Context: an optimization exercise on an open-source flow, tuned for small area, a short achievable clock period and few clock cycles. The choices shown serve that exercise and are no tape-out recipe.
In this exercise RTL edits were held to simulation tests only and were not proved equivalent to the original.
Power and IR drop assume default switching activity.

==> inputs of build 37 <==
==> flow/design.v <==
module registers (
	input				axi_clk,
	input		[11:0]	h2f_axi_awid,
	input		[29:0]	h2f_axi_awaddr,
	input				h2f_axi_awvalid,
	output	reg			h2f_axi_awready,
	input		[31:0]	h2f_axi_wdata,
	input		[3:0]	h2f_axi_wstrb,
	input				h2f_axi_wlast,
	input				h2f_axi_wvalid,
	output	reg			h2f_axi_wready,
	output		[11:0]	h2f_axi_bid,
	output		[1:0]	h2f_axi_bresp,
	output	reg			h2f_axi_bvalid,
	input				h2f_axi_bready,
	input		[11:0]	h2f_axi_arid,
	input		[29:0]	h2f_axi_araddr,
	input		[3:0]	h2f_axi_arlen,
	input				h2f_axi_arvalid,
	output	reg			h2f_axi_arready,
	output		[11:0]	h2f_axi_rid,
	output	reg	[31:0]	h2f_axi_rdata,
	output		[1:0]	h2f_axi_rresp,
	output	reg			h2f_axi_rlast,
	output	reg			h2f_axi_rvalid,
	input				h2f_axi_rready,
	input		[31:0]	reg_fpga_rev,
	input				reg_sw1_4,
	input				reg_sw1_3,
	input				reg_sw1_2,
	input				reg_sw1_1,
	output	reg			reg_jp3_4,
	output	reg			reg_jp3_3,
	output	reg			reg_jp3_2,
	output	reg			reg_jp3_1,
	output	reg			reg_led_8,
	output	reg			reg_led_7,
	output	reg			reg_led_6,
	input				reg_led_5,
	output	reg	[20:1]	reg_jp5,
	output	reg	[6:1]	reg_jp4_rxn,
	output	reg	[6:1]	reg_jp4_rxp,
	output	reg	[6:1]	reg_jp4_txn,
	output	reg	[6:1]	reg_jp4_txp,
	input				axi_rst
);
	assign h2f_axi_bresp = 2'b00;
	assign h2f_axi_rresp = 2'b00;
	reg		[11:0]	oid;
	assign h2f_axi_bid = oid;
	assign h2f_axi_rid = oid;
	reg				dir;		 
	reg				wact;		 
	reg				wfirst;		 
	reg				wbuf;		 
	reg				wapply;		 
	reg				bpend;		 
	reg				eng;		 
	reg				eng_new;	 
	reg		[4:0]	addr;		 
	reg		[3:0]	aux;		 
	reg		[11:0]	xid;		 
	reg		[3:0]	esel;		 
	wire aw_hs = h2f_axi_awvalid & h2f_axi_awready;
	wire w_hs  = h2f_axi_wvalid  & h2f_axi_wready;
	wire ar_hs = h2f_axi_arvalid & h2f_axi_arready;
	wire hs_id = aw_hs | ar_hs;
	wire [11:0] id_in = dir ? h2f_axi_arid : h2f_axi_awid;
	wire [3:0] hstb = {h2f_axi_rdata[31], h2f_axi_rdata[30], h2f_axi_rdata[23], h2f_axi_rdata[22]};
	wire [31:0] wcap = {h2f_axi_wstrb[3], h2f_axi_wstrb[2], h2f_axi_wdata[29:24],
	                    h2f_axi_wstrb[1], h2f_axi_wstrb[0], h2f_axi_wdata[21:0]};
	wire wk     = w_hs & (wact | aw_hs);		 
	wire lone_w = w_hs & ~wact & ~aw_hs;		 
	wire hb     = wbuf & aw_hs;					 
	wire bgen   = (wk & h2f_axi_wlast) | (hb & aux[0]);
	wire ob_free = ~h2f_axi_bvalid | h2f_axi_bready;
	wire wact_n   = (wact | aw_hs) & ~bgen;
	wire wfirst_n = aw_hs ? ~(w_hs | wbuf) : (wfirst & ~w_hs);
	wire wbuf_n   = (wbuf & ~aw_hs) | lone_w;
	wire wapply_n = wk | hb;
	wire bpend_n  = (bpend | bgen) & ~ob_free;
	wire bvalid_n = bgen | bpend | (h2f_axi_bvalid & ~h2f_axi_bready);
	wire out_free = ~h2f_axi_rvalid | h2f_axi_rready;
	wire rload    = (ar_hs | eng) & out_free;		 
	wire [3:0] rrem = eng ? aux : h2f_axi_arlen;
	wire [4:0] ra = h2f_axi_araddr[6:2];
	wire [3:0] adec = {ra == 5'd3, ra == 5'd2, ra == 5'd1, ra == 5'd0};
	wire [3:0] sel = eng ? esel : adec;
	wire [4:0] addr1 = addr + 5'd1;
	wire rfirst   = ar_hs | eng_new;
	wire eng_n    = rload ? (rrem != 4'd0) : (eng | ar_hs);
	wire eng_new_n = ~rload & (eng_new | ar_hs);
	wire rvalid_n = rload | (h2f_axi_rvalid & ~h2f_axi_rready);
	wire [31:0] w1 = {12'b0, reg_sw1_4, reg_sw1_3, reg_sw1_2, reg_sw1_1, 4'b0,
	                  reg_jp3_4, reg_jp3_3, reg_jp3_2, reg_jp3_1, 4'b0,
	                  reg_led_8, reg_led_7, reg_led_6, reg_led_5};
	wire [31:0] w2 = {12'b0, reg_jp5};
	wire [31:0] w3 = {2'b0, reg_jp4_rxn, 2'b0, reg_jp4_rxp, 2'b0, reg_jp4_txn, 2'b0, reg_jp4_txp};
	wire [3:0] rs = sel & {4{rload}};
	wire rs_w = ~rload & w_hs;
	wire rs_h = ~rload & ~w_hs;
	wire [31:0] rdata_n = ({32{rs[0]}} & reg_fpga_rev) | ({32{rs[1]}} & w1) |
	                      ({32{rs[2]}} & w2) | ({32{rs[3]}} & w3) |
	                      ({32{rs_w}} & wcap) | ({32{rs_h}} & h2f_axi_rdata);
	wire wbusy_n = wact_n | wbuf_n | bpend_n | bvalid_n | wapply_n;
	wire rbusy_n = rvalid_n | eng_n;
	wire wbusy   = wact | wbuf | bpend | h2f_axi_bvalid | wapply;
	wire rbusy   = h2f_axi_rvalid | eng;
	wire dir_n   = wbusy_n ? 1'b0 :
	               rbusy_n ? 1'b1 :
	               wbusy   ? 1'b1 :
	               rbusy   ? 1'b0 :
	               dir     ? ~(h2f_axi_awvalid | h2f_axi_wvalid) :
	                         h2f_axi_arvalid;
	wire widle_n = ~wact_n & ~bpend_n & ~rbusy_n & ~dir_n;
	always @(posedge axi_clk) begin
		if (axi_rst) begin
			dir             <= 1'b0;
			wact            <= 1'b0;
			wfirst          <= 1'b0;
			wbuf            <= 1'b0;
			wapply          <= 1'b0;
			bpend           <= 1'b0;
			eng             <= 1'b0;
			eng_new         <= 1'b0;
			h2f_axi_bvalid  <= 1'b0;
			h2f_axi_rvalid  <= 1'b0;
			h2f_axi_awready <= 1'b0;
			h2f_axi_wready  <= 1'b0;
			h2f_axi_arready <= 1'b0;
		end else begin
			dir             <= dir_n;
			wact            <= wact_n;
			wfirst          <= wfirst_n;
			wbuf            <= wbuf_n;
			wapply          <= wapply_n;
			bpend           <= bpend_n;
			eng             <= eng_n;
			eng_new         <= eng_new_n;
			h2f_axi_bvalid  <= bvalid_n;
			h2f_axi_rvalid  <= rvalid_n;
			h2f_axi_awready <= widle_n;
			h2f_axi_wready  <= wact_n | (widle_n & ~wbuf_n);
			h2f_axi_arready <= ~eng_n & ~wbusy_n & dir_n;
		end
	end
	always @(posedge axi_clk) begin
		if (aw_hs)
			addr <= h2f_axi_awaddr[6:2];
		else if (w_hs & ~wfirst & wact)
			addr <= addr1;
		else if (ar_hs)
			addr <= ra;
		else if (rload & ~eng_new)
			addr <= addr1;
		if (ar_hs)
			esel <= out_free ? {adec[2:0], ra == 5'd31} : adec;
		else if (rload)
			esel <= {esel[2:0], eng_new ? addr == 5'd31 : addr == 5'd30};
		if (lone_w)
			aux[0] <= h2f_axi_wlast;
		else if (dir)
			aux <= rload ? rrem - 4'd1 : rrem;
		if (hs_id)
			xid <= id_in;
		if ((bgen | bpend) & ob_free | rload & rfirst)
			oid <= hs_id ? id_in : xid;
		h2f_axi_rdata <= rdata_n;
		if (rload)
			h2f_axi_rlast <= (rrem == 4'd0);
	end
	wire wr1 = wapply & (addr == 5'd1);
	wire wr2 = wapply & (addr == 5'd2);
	wire wr3 = wapply & (addr == 5'd3);
	wire [31:0] wd1 = h2f_axi_rdata | {32{axi_rst}};		 
	wire [11:8] wd0 = h2f_axi_rdata[11:8] & {4{~axi_rst}};	 
	always @(posedge axi_clk) begin
		if (wr1 & hstb[1] | axi_rst) {reg_jp3_4, reg_jp3_3, reg_jp3_2, reg_jp3_1} <= wd0[11:8];
		if (wr1 & hstb[0] | axi_rst) {reg_led_8, reg_led_7, reg_led_6} <= wd1[3:1];
		if (wr2 & hstb[2] | axi_rst) reg_jp5[20:17] <= wd1[19:16];
		if (wr2 & hstb[1] | axi_rst) reg_jp5[16:9]  <= wd1[15:8];
		if (wr2 & hstb[0] | axi_rst) reg_jp5[8:1]   <= wd1[7:0];
		if (wr3 & hstb[3] | axi_rst) reg_jp4_rxn <= wd1[29:24];
		if (wr3 & hstb[2] | axi_rst) reg_jp4_rxp <= wd1[21:16];
		if (wr3 & hstb[1] | axi_rst) reg_jp4_txn <= wd1[13:8];
		if (wr3 & hstb[0] | axi_rst) reg_jp4_txp <= wd1[5:0];
	end
endmodule
==> flow/flow/run.sh <==
#!/bin/bash
set -euo pipefail
bash standard.sh 'BUFFER_PORTS_ARGS=-buffer_cell sky130_fd_sc_hd__buf_1' \
  'CTS_ARGS=-sink_clustering_enable -repair_clock_nets -buf_list sky130_fd_sc_hd__clkbuf_16 -sink_clustering_size 40 -dont_use_dummy_load' \
  finish > make.log 2>&1
==> flow/standard.sh <==
#!/bin/bash
# synth_recipe.tcl (not shown) runs the flow's synth.tcl, then flattens the netlist and writes it again
# the make line also repeats each setting of config.mk as NAME=value (left out here)
make -C /OpenROAD-flow-scripts/flow DESIGN_CONFIG=/design/flow/config.mk WORK_HOME=/design/flow/orfs CLKGATE_MAP_FILE= SYNTH_SCRIPT=/design/flow/synth_recipe.tcl "${@:-finish}"
==> flow/config.mk <==
export PLATFORM = sky130hd
export DESIGN_NAME = registers
export DESIGN_NICKNAME = registers
export VERILOG_FILES = /design/flow/design.v
export SDC_FILE = /design/flow/constraint.sdc
export NUM_CORES = 4
export LEC_CHECK = 0
export ABC_AREA = 1
export CAP_MARGIN = 20
export CORE_AREA = 10 10 150 150
export CTS_CLUSTER_SIZE = 40
export DIE_AREA = 0 0 160 160
export PLACE_DENSITY = 0.5
export SETUP_SLACK_MARGIN = 2.2
export SLEW_MARGIN = 20
export TNS_END_PERCENT = 20
==> flow/constraint.sdc <==
create_clock -name core_clock -period 4.0 [get_ports {axi_clk}]
set_input_delay 0.8000 -clock core_clock [delete_from_list [all_inputs] [get_ports {axi_clk}]]
set_output_delay 0.8000 -clock core_clock [all_outputs]
set_load 0.01 [all_outputs]
==> inputs of trial 45, as changes to build 37 <==
--- a/flow/design.v
+++ b/flow/design.v
@@ -100,7 +100,37 @@
 	wire rs_w = ~rload & w_hs;
 	wire rs_h = ~rload & ~w_hs;
-	wire [31:0] rdata_n = ({32{rs[0]}} & reg_fpga_rev) | ({32{rs[1]}} & w1) |
-	                      ({32{rs[2]}} & w2) | ({32{rs[3]}} & w3) |
-	                      ({32{rs_w}} & wcap) | ({32{rs_h}} & h2f_axi_rdata);
+	wire [31:0] rdata_n;
+	registers_ao6 u_rd0 (rs[0], reg_fpga_rev[0], rs[1], w1[0], rs[2], w2[0], rs[3], w3[0], rs_w, wcap[0], rs_h, h2f_axi_rdata[0], rdata_n[0]);
+	registers_ao6 u_rd1 (rs[0], reg_fpga_rev[1], rs[1], w1[1], rs[2], w2[1], rs[3], w3[1], rs_w, wcap[1], rs_h, h2f_axi_rdata[1], rdata_n[1]);
+	registers_ao6 u_rd2 (rs[0], reg_fpga_rev[2], rs[1], w1[2], rs[2], w2[2], rs[3], w3[2], rs_w, wcap[2], rs_h, h2f_axi_rdata[2], rdata_n[2]);
+	registers_ao6 u_rd3 (rs[0], reg_fpga_rev[3], rs[1], w1[3], rs[2], w2[3], rs[3], w3[3], rs_w, wcap[3], rs_h, h2f_axi_rdata[3], rdata_n[3]);
+	registers_ao5 u_rd4 (rs[0], reg_fpga_rev[4], rs[2], w2[4], rs[3], w3[4], rs_w, wcap[4], rs_h, h2f_axi_rdata[4], rdata_n[4]);
+	registers_ao5 u_rd5 (rs[0], reg_fpga_rev[5], rs[2], w2[5], rs[3], w3[5], rs_w, wcap[5], rs_h, h2f_axi_rdata[5], rdata_n[5]);
+	registers_ao4 u_rd6 (rs[0], reg_fpga_rev[6], rs[2], w2[6], rs_w, wcap[6], rs_h, h2f_axi_rdata[6], rdata_n[6]);
+	registers_ao4 u_rd7 (rs[0], reg_fpga_rev[7], rs[2], w2[7], rs_w, wcap[7], rs_h, h2f_axi_rdata[7], rdata_n[7]);
+	registers_ao6 u_rd8 (rs[0], reg_fpga_rev[8], rs[1], w1[8], rs[2], w2[8], rs[3], w3[8], rs_w, wcap[8], rs_h, h2f_axi_rdata[8], rdata_n[8]);
+	registers_ao6 u_rd9 (rs[0], reg_fpga_rev[9], rs[1], w1[9], rs[2], w2[9], rs[3], w3[9], rs_w, wcap[9], rs_h, h2f_axi_rdata[9], rdata_n[9]);
+	registers_ao6 u_rd10 (rs[0], reg_fpga_rev[10], rs[1], w1[10], rs[2], w2[10], rs[3], w3[10], rs_w, wcap[10], rs_h, h2f_axi_rdata[10], rdata_n[10]);
+	registers_ao6 u_rd11 (rs[0], reg_fpga_rev[11], rs[1], w1[11], rs[2], w2[11], rs[3], w3[11], rs_w, wcap[11], rs_h, h2f_axi_rdata[11], rdata_n[11]);
+	registers_ao5 u_rd12 (rs[0], reg_fpga_rev[12], rs[2], w2[12], rs[3], w3[12], rs_w, wcap[12], rs_h, h2f_axi_rdata[12], rdata_n[12]);
+	registers_ao5 u_rd13 (rs[0], reg_fpga_rev[13], rs[2], w2[13], rs[3], w3[13], rs_w, wcap[13], rs_h, h2f_axi_rdata[13], rdata_n[13]);
+	registers_ao4 u_rd14 (rs[0], reg_fpga_rev[14], rs[2], w2[14], rs_w, wcap[14], rs_h, h2f_axi_rdata[14], rdata_n[14]);
+	registers_ao4 u_rd15 (rs[0], reg_fpga_rev[15], rs[2], w2[15], rs_w, wcap[15], rs_h, h2f_axi_rdata[15], rdata_n[15]);
+	registers_ao6 u_rd16 (rs[0], reg_fpga_rev[16], rs[1], w1[16], rs[2], w2[16], rs[3], w3[16], rs_w, wcap[16], rs_h, h2f_axi_rdata[16], rdata_n[16]);
+	registers_ao6 u_rd17 (rs[0], reg_fpga_rev[17], rs[1], w1[17], rs[2], w2[17], rs[3], w3[17], rs_w, wcap[17], rs_h, h2f_axi_rdata[17], rdata_n[17]);
+	registers_ao6 u_rd18 (rs[0], reg_fpga_rev[18], rs[1], w1[18], rs[2], w2[18], rs[3], w3[18], rs_w, wcap[18], rs_h, h2f_axi_rdata[18], rdata_n[18]);
+	registers_ao6 u_rd19 (rs[0], reg_fpga_rev[19], rs[1], w1[19], rs[2], w2[19], rs[3], w3[19], rs_w, wcap[19], rs_h, h2f_axi_rdata[19], rdata_n[19]);
+	registers_ao4 u_rd20 (rs[0], reg_fpga_rev[20], rs[3], w3[20], rs_w, wcap[20], rs_h, h2f_axi_rdata[20], rdata_n[20]);
+	registers_ao4 u_rd21 (rs[0], reg_fpga_rev[21], rs[3], w3[21], rs_w, wcap[21], rs_h, h2f_axi_rdata[21], rdata_n[21]);
+	registers_ao3 u_rd22 (rs[0], reg_fpga_rev[22], rs_w, wcap[22], rs_h, h2f_axi_rdata[22], rdata_n[22]);
+	registers_ao3 u_rd23 (rs[0], reg_fpga_rev[23], rs_w, wcap[23], rs_h, h2f_axi_rdata[23], rdata_n[23]);
+	registers_ao4 u_rd24 (rs[0], reg_fpga_rev[24], rs[3], w3[24], rs_w, wcap[24], rs_h, h2f_axi_rdata[24], rdata_n[24]);
+	registers_ao4 u_rd25 (rs[0], reg_fpga_rev[25], rs[3], w3[25], rs_w, wcap[25], rs_h, h2f_axi_rdata[25], rdata_n[25]);
+	registers_ao4 u_rd26 (rs[0], reg_fpga_rev[26], rs[3], w3[26], rs_w, wcap[26], rs_h, h2f_axi_rdata[26], rdata_n[26]);
+	registers_ao4 u_rd27 (rs[0], reg_fpga_rev[27], rs[3], w3[27], rs_w, wcap[27], rs_h, h2f_axi_rdata[27], rdata_n[27]);
+	registers_ao4 u_rd28 (rs[0], reg_fpga_rev[28], rs[3], w3[28], rs_w, wcap[28], rs_h, h2f_axi_rdata[28], rdata_n[28]);
+	registers_ao4 u_rd29 (rs[0], reg_fpga_rev[29], rs[3], w3[29], rs_w, wcap[29], rs_h, h2f_axi_rdata[29], rdata_n[29]);
+	registers_ao3 u_rd30 (rs[0], reg_fpga_rev[30], rs_w, wcap[30], rs_h, h2f_axi_rdata[30], rdata_n[30]);
+	registers_ao3 u_rd31 (rs[0], reg_fpga_rev[31], rs_w, wcap[31], rs_h, h2f_axi_rdata[31], rdata_n[31]);
 	wire wbusy_n = wact_n | wbuf_n | bpend_n | bvalid_n | wapply_n;
 	wire rbusy_n = rvalid_n | eng_n;
@@ -187,2 +217,14 @@
 	end
 endmodule
+module registers_ao3 (input s0, input d0, input s1, input d1, input s2, input d2, output y);
+	assign y = (s0 & d0) | (s1 & d1) | (s2 & d2);
+endmodule
+module registers_ao4 (input s0, input d0, input s1, input d1, input s2, input d2, input s3, input d3, output y);
+	assign y = (s0 & d0) | (s1 & d1) | (s2 & d2) | (s3 & d3);
+endmodule
+module registers_ao5 (input s0, input d0, input s1, input d1, input s2, input d2, input s3, input d3, input s4, input d4, output y);
+	assign y = (s0 & d0) | (s1 & d1) | (s2 & d2) | (s3 & d3) | (s4 & d4);
+endmodule
+module registers_ao6 (input s0, input d0, input s1, input d1, input s2, input d2, input s3, input d3, input s4, input d4, input s5, input d5, output y);
+	assign y = (s0 & d0) | (s1 & d1) | (s2 & d2) | (s3 & d3) | (s4 & d4) | (s5 & d5);
+endmodule
==> flow/flow/run.sh (replaced) <==
#!/bin/bash
set -euo pipefail
bash standard.sh 'BUFFER_PORTS_ARGS=-buffer_cell sky130_fd_sc_hd__buf_1' \
  'CTS_ARGS=-sink_clustering_enable -repair_clock_nets -buf_list sky130_fd_sc_hd__clkbuf_8 -sink_clustering_size 40 -dont_use_dummy_load' \
  finish > make.log 2>&1
- ABC_AREA: 1 -> not set
- CTS_BUF_LIST: not set -> sky130_fd_sc_hd__clkbuf_8
- SETUP_SLACK_MARGIN: 2.2 -> 2.15
- SYNTH_HIERARCHICAL: not set -> 1
==> out/results.tsv <==
stage	metric	value	unit
detailed_routing	vias per cell	4.84	
setup_path	CP max-delay cell	o221ai_1	
status	status	finished clean	
timing	Setup WS post-layout	2.12	ns
synthesis	compound-cell area share of the yosys netlist	16.1	%
setup_path	CP Depth	5	
power_and_ir_drop	Power, Total	4.70	mW
place	DP Area	6850	sq um
synthesis	area share of fa/ha/maj cells after synthesis	0.868	%
power_and_ir_drop	P_clk	0.821	mW
cells_and_area	Multi-In Gates	318	
setup_path	worst path required time	4.07	ns
setup_path	slowest stage delay, CP	0.34	ns
cells_and_area	share of cells above drive strength 1	15.4	%
[end of results for trial 45]
==> out/results.tsv <==
stage	metric	value	unit
synthesis	compound-cell area share of the yosys netlist	7.96	%
setup_path	CP Depth	1	
cells_and_area	Multi-In Gates	446	
setup_path	CP max-delay cell	edfxtp_1	
timing	Setup WS post-layout	2.19	ns
place	DP Area	7150	sq um
setup_path	slowest stage delay, CP	0.44	ns
detailed_routing	vias per cell	4.70	
power_and_ir_drop	P_clk	1.23	mW
cells_and_area	share of cells above drive strength 1	9.36	%
cells_and_area	non-filler cells in the finished layout	1173	
setup_path	worst path required time	3.20	ns
synthesis	area share of fa/ha/maj cells after synthesis	0.816	%
place	I/O Buffers	227	
status	status	finished clean	
[end of results for build 37]
Testbench counts of build 37, summed over its fixed seeds: cycles 12,061.
Testbench counts of trial 45, summed over its fixed seeds: cycles 12,061.

re-timing with driven ports:
No port has a modelled driver above. Below, the same layouts with a new extraction and two added sets of constraints.
Step 1: set_driving_cell puts a clkbuf_16 on axi_clk and a buf_2 on each other input, an assumption about the parent block.
Step 2, shift: input delay + t, output delay - t, t = (earliest + latest rising clock arrival at the registers) / 2. This alone moves slack from input paths to output paths.
Slacks: ideal ports / drivers / drivers and shift; pairs: ideal ports / drivers.
run	t, ns	slack for setup (ns)	latest minus earliest clock arrival (ns)	worst register clock-pin slew, ns	cell pins on the clock port's net
build 37	0.450	2.189 / 2.146 / 1.761	0.023 / 0.024	0.06 / 0.06	1
trial 45	0.463	2.120 / 2.101 / 1.664	0.033 / 0.033	0.09 / 0.09	1
After both steps setup and hold are still met in every run listed. For trial 45, which loses most, drivers alone change the setup slack by -0.019 ns; drivers and shift together by -0.456 ns.
